Source: an optimization exercise on an open RTL-to-GDS flow (aim: small area and a short achievable clock period). Production flows keep margins and buffers that such runs may drop. Only simulation tests tie the RTL to the original design; equivalence was not proved. Power figures rest on the tool's default switching activity, not on a simulated workload.

==> v19 <==
==> flow/design.v <==
module processelement (
  input  wire       clk,
  input  wire       clr,
  input  wire [7:0] a,
  input  wire [7:0] a3,
  input  wire [2:0] sel1,
  input  wire [2:0] sel2,
  input  wire [2:0] sel3,
  input  wire       b6,
  input  wire       b7,
  output wire [7:0] acc_n
);
  reg  [7:0] S_n;
  reg  [7:0] C_n;
  wire [7:0] sg_n = S_n | {8{clr}};
  wire [7:0] cg_n = {C_n[7:1], 1'b1};
  assign acc_n = S_n;
  wire p0_0_n = ~((sel1[0] | sel3[0]) & a[0]);
  wire p0_1_n = ~((sel1[0] & a[1]) | (sel2[0] & a[0]) | (sel3[0] & a3[1]));
  wire p0_2_n = ~((sel1[0] & a[2]) | (sel2[0] & a[1]) | (sel3[0] & a3[2]));
  wire p0_3_n = ~((sel1[0] & a[3]) | (sel2[0] & a[2]) | (sel3[0] & a3[3]));
  wire p0_4_n = ~((sel1[0] & a[4]) | (sel2[0] & a[3]) | (sel3[0] & a3[4]));
  wire p0_5_n = ~((sel1[0] & a[5]) | (sel2[0] & a[4]) | (sel3[0] & a3[5]));
  wire p0_6_n = ~((sel1[0] & a[6]) | (sel2[0] & a[5]) | (sel3[0] & a3[6]));
  wire p0_7_n = ~((sel1[0] & a[7]) | (sel2[0] & a[6]) | (sel3[0] & a3[7]));
  wire p1_0_n = ~((sel1[1] | sel3[1]) & a[0]);
  wire p1_1_n = ~((sel1[1] & a[1]) | (sel2[1] & a[0]) | (sel3[1] & a3[1]));
  wire p1_2_n = ~((sel1[1] & a[2]) | (sel2[1] & a[1]) | (sel3[1] & a3[2]));
  wire p1_3_n = ~((sel1[1] & a[3]) | (sel2[1] & a[2]) | (sel3[1] & a3[3]));
  wire p1_4_n = ~((sel1[1] & a[4]) | (sel2[1] & a[3]) | (sel3[1] & a3[4]));
  wire p1_5_n = ~((sel1[1] & a[5]) | (sel2[1] & a[4]) | (sel3[1] & a3[5]));
  wire p2_0_n = ~((sel1[2] | sel3[2]) & a[0]);
  wire p2_1_n = ~((sel1[2] & a[1]) | (sel2[2] & a[0]) | (sel3[2] & a3[1]));
  wire p2_2_n = ~((sel1[2] & a[2]) | (sel2[2] & a[1]) | (sel3[2] & a3[2]));
  wire p2_3_n = ~((sel1[2] & a[3]) | (sel2[2] & a[2]) | (sel3[2] & a3[3]));
  wire p3_0_n = ~(b6 & a[0]);
  wire p3_1_n = ~((b6 & a[1]) ^ (b7 & a[0]));
  wire t1_n, t2_n;
  pe_fa u_t1 (.a(sg_n[4]), .b(cg_n[4]), .c(1'b1), .s(t1_n), .co(t2_n));
  wire t3_n, t4_n;
  pe_fa u_t3 (.a(sg_n[5]), .b(cg_n[5]), .c(p0_5_n), .s(t3_n), .co(t4_n));
  wire t5_n, t6_n;
  pe_fa u_t5 (.a(sg_n[6]), .b(cg_n[6]), .c(p0_6_n), .s(t5_n), .co(t6_n));
  wire t7_n, t8_n;
  pe_fa u_t7 (.a(p1_4_n), .b(p2_2_n), .c(1'b1), .s(t7_n), .co(t8_n));
  wire t9_n = sg_n[7] ^ cg_n[7] ^ p0_7_n;
  wire t10_n = p1_5_n ^ p2_3_n ^ p3_1_n;
  wire t11_n, t12_n;
  pe_fa u_t11 (.a(sg_n[2]), .b(cg_n[2]), .c(1'b1), .s(t11_n), .co(t12_n));
  wire t13_n, t14_n;
  pe_fa u_t13 (.a(sg_n[3]), .b(cg_n[3]), .c(p0_3_n), .s(t13_n), .co(t14_n));
  wire t15_n, t16_n;
  pe_fa u_t15 (.a(t1_n), .b(p0_4_n), .c(p1_2_n), .s(t15_n), .co(t16_n));
  wire t17_n, t18_n;
  pe_fa u_t17 (.a(t3_n), .b(t2_n), .c(p1_3_n), .s(t17_n), .co(t18_n));
  wire t19_n, t20_n;
  pe_fa u_t19 (.a(t7_n), .b(t5_n), .c(t4_n), .s(t19_n), .co(t20_n));
  wire t21_n = t10_n ^ t9_n ^ t6_n;
  wire t22_n, t23_n;
  pe_fa u_t22 (.a(sg_n[0]), .b(p0_0_n), .c(1'b1), .s(t22_n), .co(t23_n));
  wire t24_n, t25_n;
  pe_fa u_t24 (.a(sg_n[1]), .b(cg_n[1]), .c(p0_1_n), .s(t24_n), .co(t25_n));
  wire t26_n, t27_n;
  pe_fa u_t26 (.a(t11_n), .b(p0_2_n), .c(p1_0_n), .s(t26_n), .co(t27_n));
  wire t28_n, t29_n;
  pe_fa u_t28 (.a(t13_n), .b(t12_n), .c(p1_1_n), .s(t28_n), .co(t29_n));
  wire t30_n, t31_n;
  pe_fa u_t30 (.a(t15_n), .b(t14_n), .c(p2_0_n), .s(t30_n), .co(t31_n));
  wire t32_n, t33_n;
  pe_fa u_t32 (.a(t17_n), .b(t16_n), .c(p2_1_n), .s(t32_n), .co(t33_n));
  wire t34_n, t35_n;
  pe_fa u_t34 (.a(t19_n), .b(t18_n), .c(p3_0_n), .s(t34_n), .co(t35_n));
  wire t36_n = t21_n ^ t20_n ^ t8_n;
  always @(posedge clk) begin
    S_n <= {t36_n, t34_n, t32_n, t30_n, t28_n, t26_n, t24_n, t22_n};
    C_n <= {t35_n, t33_n, t31_n, t29_n, t27_n, t25_n, t23_n, 1'b1};
  end
endmodule
module pe_fa (input wire a, input wire b, input wire c, output wire s, output wire co);
  assign s  = a ^ b ^ c;
  assign co = (a & b) | (a & c) | (b & c);
endmodule
module systolicDPcol (
  input  wire        clk,
  input  wire        clr_pre,   
  input  wire [7:0]  a,
  input  wire [7:0]  a3,
  input  wire [23:0] sel1,    
  input  wire [23:0] sel2,
  input  wire [23:0] sel3,
  input  wire [7:0]  b6,
  input  wire [7:0]  b7,
  input  wire [7:0]  rsel,
  output reg  [7:0]  dout
);
  wire [63:0] acc_n;
  reg clr;
  always @(posedge clk) clr <= clr_pre;
  genvar r;
  generate
    for (r = 0; r < 8; r = r + 1) begin : row
      processelement pe (
        .clk(clk), .clr(clr), .a(a), .a3(a3),
        .sel1(sel1[3*r +: 3]), .sel2(sel2[3*r +: 3]), .sel3(sel3[3*r +: 3]),
        .b6(b6[r]), .b7(b7[r]), .acc_n(acc_n[8*r +: 8]));
    end
  endgenerate
  integer i;
  reg [7:0] m;
  always @(*) begin
    m = 8'd0;
    for (i = 0; i < 8; i = i + 1)
      m = m | (~acc_n[8*i +: 8] & {8{rsel[i]}});
  end
  always @(posedge clk) dout <= m;
endmodule
module systolicDP (
  input  wire        clk,
  input  wire        clr_pre,
  input  wire        v,
  input  wire [63:0] memory_in_a,
  input  wire [63:0] memory_in_b,
  input  wire [7:0]  rsel,
  output wire [63:0] memory_out
);
  wire [63:0] a, a3;
  wire [23:0] sel1, sel2, sel3;
  wire [7:0]  b6, b7;
  genvar i;
  generate
    for (i = 0; i < 8; i = i + 1) begin : lane
      systolicFIFO fa (.clk(clk), .din(memory_in_a[8*i +: 8]), .a(a[8*i +: 8]), .a3(a3[8*i +: 8]));
      systolicFIFO_b fb (.clk(clk), .v(v), .din(memory_in_b[8*i +: 8]),
        .sel1(sel1[3*i +: 3]), .sel2(sel2[3*i +: 3]), .sel3(sel3[3*i +: 3]), .b6(b6[i]), .b7(b7[i]));
      systolicDPcol col (.clk(clk), .clr_pre(clr_pre), .a(a[8*i +: 8]), .a3(a3[8*i +: 8]),
        .sel1(sel1), .sel2(sel2), .sel3(sel3), .b6(b6), .b7(b7), .rsel(rsel),
        .dout(memory_out[8*i +: 8]));
    end
  endgenerate
endmodule
module systolicFIFO (
  input  wire       clk,
  input  wire [7:0] din,
  output reg  [7:0] a,
  output reg  [7:0] a3
);
  always @(posedge clk) begin
    a  <= din;
    a3 <= din + {din[6:0], 1'b0};
  end
endmodule
module systolicFIFO_b (
  input  wire       clk,
  input  wire       v,
  input  wire [7:0] din,
  output reg  [2:0] sel1,
  output reg  [2:0] sel2,
  output reg  [2:0] sel3,
  output reg        b6,
  output reg        b7
);
  integer i;
  always @(posedge clk) begin
    for (i = 0; i < 3; i = i + 1) begin
      sel1[i] <= v &  din[2*i] & ~din[2*i+1];
      sel2[i] <= v & ~din[2*i] &  din[2*i+1];
      sel3[i] <= v &  din[2*i] &  din[2*i+1];
    end
    b6 <= v & din[6];
    b7 <= v & din[7];
  end
endmodule
module systolicCU (
  input  wire        clk,
  input  wire        reset,
  input  wire [31:0] matrix_size,
  input  wire        go,
  output reg         done,
  output reg         out_in,
  output reg         in_out,
  output wire [11:0] addr_a_q,
  output wire [11:0] addr_b_q,
  output wire [10:0] addr_o_q,
  output reg         v,        
  output reg         clr_pre,  
  output reg  [7:0]  rsel      
);
  localparam IDLE = 3'd0, WAIT = 3'd1, BODY = 3'd2, TAIL = 3'd3, FIN = 3'd4;
  reg [2:0] state;
  reg [4:0] nb;         
  reg [3:0] ac, bc;     
  reg [7:0] cnt;
  reg [11:0] addr_a, addr_b;
  reg [10:0] addr_o;
  wire [4:0] ac1 = {1'b0, ac} + 5'd1;
  wire [4:0] bc1 = {1'b0, bc} + 5'd1;
  wire last_a   = (ac1 == nb);
  wire last_b   = (bc1 == nb);
  wire body_end = (cnt == {nb, 3'b000});
  wire tail_end = (cnt[4:0] == 5'd24);
  wire next_tile = (state == TAIL) && tail_end && !(last_a && last_b);
  wire start     = (state == IDLE) && go;
  always @(posedge clk) begin
    if (reset) begin
      state   <= IDLE;
      done    <= 1'b0;
      out_in  <= 1'b0;
      in_out  <= 1'b0;
      v       <= 1'b0;
      clr_pre <= 1'b0;
    end else begin
      v       <= (state == BODY) && !body_end;
      clr_pre <= (state == WAIT) || start || next_tile;
      in_out  <= (state == TAIL) && (cnt[4:0] >= 5'd15) && !tail_end;
      done    <= (state == FIN);
      case (state)
        IDLE: if (go) state <= WAIT;
        WAIT: begin
          state  <= BODY;
          out_in <= 1'b1;
        end
        BODY: if (body_end) begin
          state  <= TAIL;
          out_in <= 1'b0;
        end
        TAIL: if (tail_end) state <= (last_a && last_b) ? FIN : WAIT;
        default: ;
      endcase
    end
  end
  wire [11:0] addr_a_d = (state == WAIT) ? {8'd0, ac} : addr_a + {7'd0, nb};
  wire [11:0] addr_b_d = (state == WAIT) ? {8'd0, bc} : addr_b + {7'd0, nb};
  wire [10:0] addr_o_d =
      (state == BODY && cnt[2:0] == 3'd0 && cnt[7:3] == {1'b0, bc}) ? addr_a[10:0] :
      (state == TAIL && cnt[4:0] >= 5'd17) ? addr_o + {6'd0, nb} : addr_o;
  systolicCU_outreg #(.W(35)) ports (.clk(clk), .d({addr_a_d, addr_b_d, addr_o_d}),
                                     .q({addr_a_q, addr_b_q, addr_o_q}));
  always @(posedge clk) begin
    cnt <= (state == BODY && !body_end) || (state == TAIL) ? cnt + 8'd1 : 8'd0;
    if (state == IDLE) begin
      nb <= matrix_size[7:3];
      ac <= 4'd0;
      bc <= 4'd0;
    end else if (next_tile) begin
      ac <= last_a ? 4'd0 : ac1[3:0];
      if (last_a) bc <= bc1[3:0];
    end
    addr_a <= addr_a_d;
    addr_b <= addr_b_d;
    addr_o <= addr_o_d;
    rsel <= {rsel[6:0], (state == TAIL) && (cnt[4:0] == 5'd15)};
  end
endmodule
module systolicCU_outreg #(parameter W = 1) (
  input  wire         clk,
  input  wire [W-1:0] d,
  output reg  [W-1:0] q
);
  always @(posedge clk) q <= d;
endmodule
module systolictop (
  input  wire        clk, reset,
  input  wire [63:0] memory_in_a,
  input  wire [63:0] memory_in_b,
  output wire [63:0] memory_out,
  output wire [31:0] memory_address_A,
  output wire [31:0] memory_address_B,
  output wire        in_out,
  output wire [31:0] memory_address_OUT,
  output wire        out_in,
  input  wire [31:0] matrix_size,
  input  wire        go,
  output wire        done
);
  wire [11:0] addr_a, addr_b;
  wire [10:0] addr_o;
  wire        v, clr_pre;
  wire [7:0]  rsel;
  assign memory_address_A   = {20'h00000, addr_a};
  assign memory_address_B   = {20'h40000, addr_b};
  assign memory_address_OUT = {21'h100000, addr_o};
  systolicCU CTRL (
    .clk(clk), .reset(reset), .matrix_size(matrix_size), .go(go), .done(done),
    .out_in(out_in), .in_out(in_out), .addr_a_q(addr_a), .addr_b_q(addr_b), .addr_o_q(addr_o),
    .v(v), .clr_pre(clr_pre), .rsel(rsel));
  systolicDP DP (
    .clk(clk), .clr_pre(clr_pre), .v(v), .memory_in_a(memory_in_a), .memory_in_b(memory_in_b),
    .rsel(rsel), .memory_out(memory_out));
endmodule
==> flow/flow/run.sh <==
#!/bin/bash
# The standard layout, with two changes to how it is optimised:
#  - the port buffers are buf_4 cells instead of the slow delay buffers that
#    buffer_ports picks by default;
#  - repair_timing aims for 6.7 ns of setup slack (a 3.3 ns period) instead
#    of 0, so it shortens the internal paths that the 10 ns clock would
#    otherwise leave alone.
set -euo pipefail
export BUFFER_PORTS_ARGS="-buffer_cell sky130_fd_sc_hd__buf_4"
export SETUP_SLACK_MARGIN=6.7
bash standard.sh > standard_flow.log 2>&1
==> flow/standard.sh <==
#!/bin/bash
# synth_recipe.tcl (not shown) runs the flow's synth.tcl, then flattens the netlist and writes it again
# the make line also repeats each setting of config.mk as NAME=value (left out here)
make -C /OpenROAD-flow-scripts/flow DESIGN_CONFIG=/design/flow/config.mk WORK_HOME=/design/flow/orfs CLKGATE_MAP_FILE= SYNTH_SCRIPT=/design/flow/synth_recipe.tcl "${@:-finish}"
==> flow/config.mk <==
export PLATFORM = sky130hd
export DESIGN_NAME = systolictop
export DESIGN_NICKNAME = systolictop
export VERILOG_FILES = /design/flow/design.v
export SDC_FILE = /design/flow/constraint.sdc
export NUM_CORES = 4
export LEC_CHECK = 0
export CAP_MARGIN = 20
export CORE_MARGIN = 2
export CORE_UTILIZATION = 45
export PLACE_DENSITY = 0.6
export SLEW_MARGIN = 20
export SYNTH_HIERARCHICAL = 1
==> flow/constraint.sdc <==
create_clock -name core_clock -period 10.0 [get_ports {clk}]
set_input_delay 2.0000 -clock core_clock [delete_from_list [all_inputs] [get_ports {clk}]]
set_output_delay 2.0000 -clock core_clock [all_outputs]
set_load 0.01 [all_outputs]
==> inputs of v33, as changes to v19 <==
--- a/flow/design.v
+++ b/flow/design.v
@@ -5,7 +5,5 @@
   input  wire [7:0] a3,
-  input  wire [2:0] sel1,
-  input  wire [2:0] sel2,
-  input  wire [2:0] sel3,
-  input  wire       b6,
-  input  wire       b7,
+  input  wire [3:0] sel1,
+  input  wire [3:0] sel2,
+  input  wire [3:0] sel3,
   output wire [7:0] acc_n
@@ -35,4 +33,4 @@
   wire p2_3_n = ~((sel1[2] & a[3]) | (sel2[2] & a[2]) | (sel3[2] & a3[3]));
-  wire p3_0_n = ~(b6 & a[0]);
-  wire p3_1_n = ~((b6 & a[1]) ^ (b7 & a[0]));
+  wire p3_0_n = ~((sel1[3] | sel3[3]) & a[0]);
+  wire p3_1_n = ~((sel1[3] & a[1]) | (sel2[3] & a[0]) | (sel3[3] & a3[1]));
   wire t1_n, t2_n;
@@ -87,7 +85,5 @@
   input  wire [7:0]  a3,
-  input  wire [23:0] sel1,    
-  input  wire [23:0] sel2,
-  input  wire [23:0] sel3,
-  input  wire [7:0]  b6,
-  input  wire [7:0]  b7,
+  input  wire [31:0] sel1,    
+  input  wire [31:0] sel2,
+  input  wire [31:0] sel3,
   input  wire [7:0]  rsel,
@@ -103,4 +99,4 @@
         .clk(clk), .clr(clr), .a(a), .a3(a3),
-        .sel1(sel1[3*r +: 3]), .sel2(sel2[3*r +: 3]), .sel3(sel3[3*r +: 3]),
-        .b6(b6[r]), .b7(b7[r]), .acc_n(acc_n[8*r +: 8]));
+        .sel1(sel1[4*r +: 4]), .sel2(sel2[4*r +: 4]), .sel3(sel3[4*r +: 4]),
+        .acc_n(acc_n[8*r +: 8]));
     end
@@ -126,4 +122,3 @@
   wire [63:0] a, a3;
-  wire [23:0] sel1, sel2, sel3;
-  wire [7:0]  b6, b7;
+  wire [31:0] sel1, sel2, sel3;
   genvar i;
@@ -133,5 +128,5 @@
       systolicFIFO_b fb (.clk(clk), .v(v), .din(memory_in_b[8*i +: 8]),
-        .sel1(sel1[3*i +: 3]), .sel2(sel2[3*i +: 3]), .sel3(sel3[3*i +: 3]), .b6(b6[i]), .b7(b7[i]));
+        .sel1(sel1[4*i +: 4]), .sel2(sel2[4*i +: 4]), .sel3(sel3[4*i +: 4]));
       systolicDPcol col (.clk(clk), .clr_pre(clr_pre), .a(a[8*i +: 8]), .a3(a3[8*i +: 8]),
-        .sel1(sel1), .sel2(sel2), .sel3(sel3), .b6(b6), .b7(b7), .rsel(rsel),
+        .sel1(sel1), .sel2(sel2), .sel3(sel3), .rsel(rsel),
         .dout(memory_out[8*i +: 8]));
@@ -155,7 +150,5 @@
   input  wire [7:0] din,
-  output reg  [2:0] sel1,
-  output reg  [2:0] sel2,
-  output reg  [2:0] sel3,
-  output reg        b6,
-  output reg        b7
+  output reg  [3:0] sel1,
+  output reg  [3:0] sel2,
+  output reg  [3:0] sel3
 );
@@ -163,3 +156,3 @@
   always @(posedge clk) begin
-    for (i = 0; i < 3; i = i + 1) begin
+    for (i = 0; i < 4; i = i + 1) begin
       sel1[i] <= v &  din[2*i] & ~din[2*i+1];
@@ -168,4 +161,2 @@
     end
-    b6 <= v & din[6];
-    b7 <= v & din[7];
   end
==> flow/flow/run.sh (replaced) <==
#!/bin/bash
# The standard layout, with these changes to how it is optimised:
#  - the port buffers are buf_4 cells instead of the slow delay buffers that
#    buffer_ports picks by default;
#  - repair_timing aims for 6.8 ns of setup slack (a 3.2 ns period) instead of 0,
#    so it shortens the internal paths that the 10 ns clock leaves alone;
set -euo pipefail
export BUFFER_PORTS_ARGS="-buffer_cell sky130_fd_sc_hd__buf_4"
export SETUP_SLACK_MARGIN=6.8
export CTS_ARGS="-sink_clustering_enable -repair_clock_nets -dont_use_dummy_load -sink_clustering_size 20 -sink_clustering_max_diameter 80"
bash standard.sh > standard_flow.log 2>&1
==> qor summary <==
item	v19	v33
Routed length per placed instance	31.0 um	32.3 um
Post-synthesis average cell area	12.7 um^2	12.6 um^2
Antenna violations before repair	11	17
Combinational Power Share	32.8%	36.6%
Status	no timing/DRC/antenna violations	no timing/DRC/antenna violations
Maximum frequency from static timing analysis	305 MHz	312 MHz
Gates resized, CTS repair	53	193
Share of layout cells above drive strength 1	20.1%	19.7%
Vias per cell	6.61	6.83
Die Y	415 um	413 um
Smallest setup slack after layout	6.72 ns	6.80 ns
Net count of the finished layout	7,947	7,852
Final weighted congestion in routability-driven placement	0.858	0.888
Buffers inserted during post-CTS setup optimization	0	1
Instance count after placement with tap cells included	8,724	8,687
Relative contribution of sequential cells to total power	38.6%	43.8%
Global-route wire length before repair	419,000 um	421,000 um

afterwards: timing with drivers on the ports:
Ports are ideal in the flow. The routed layouts listed here were re-timed in OpenROAD. Step 1 assumes that a clkbuf_16 drives the clock port and a buf_2 every other input. Step 2 also shifts input and output timing later by t, the mid clock arrival at the registers, as if the neighbouring blocks saw the same clock. Three values: ideal, step 1, step 2; two values: the first two.
| run | t, ns | slack for setup (ns) | worst setup path at the end | slew at the worst register clock pin (ns) |
|---|---|---|---|---|
| v19 | 0.912 | 6.720 / 6.631 / 6.423 | input to register | 0.07 / 0.07 |
| v33 | 0.809 | 6.797 / 6.708 / 6.447 | input to register | 0.09 / 0.09 |
After both steps every run listed still meets setup and hold. The setup slack of v33, which loses most, moves by -0.089 ns with the drivers and by -0.350 ns with both steps.
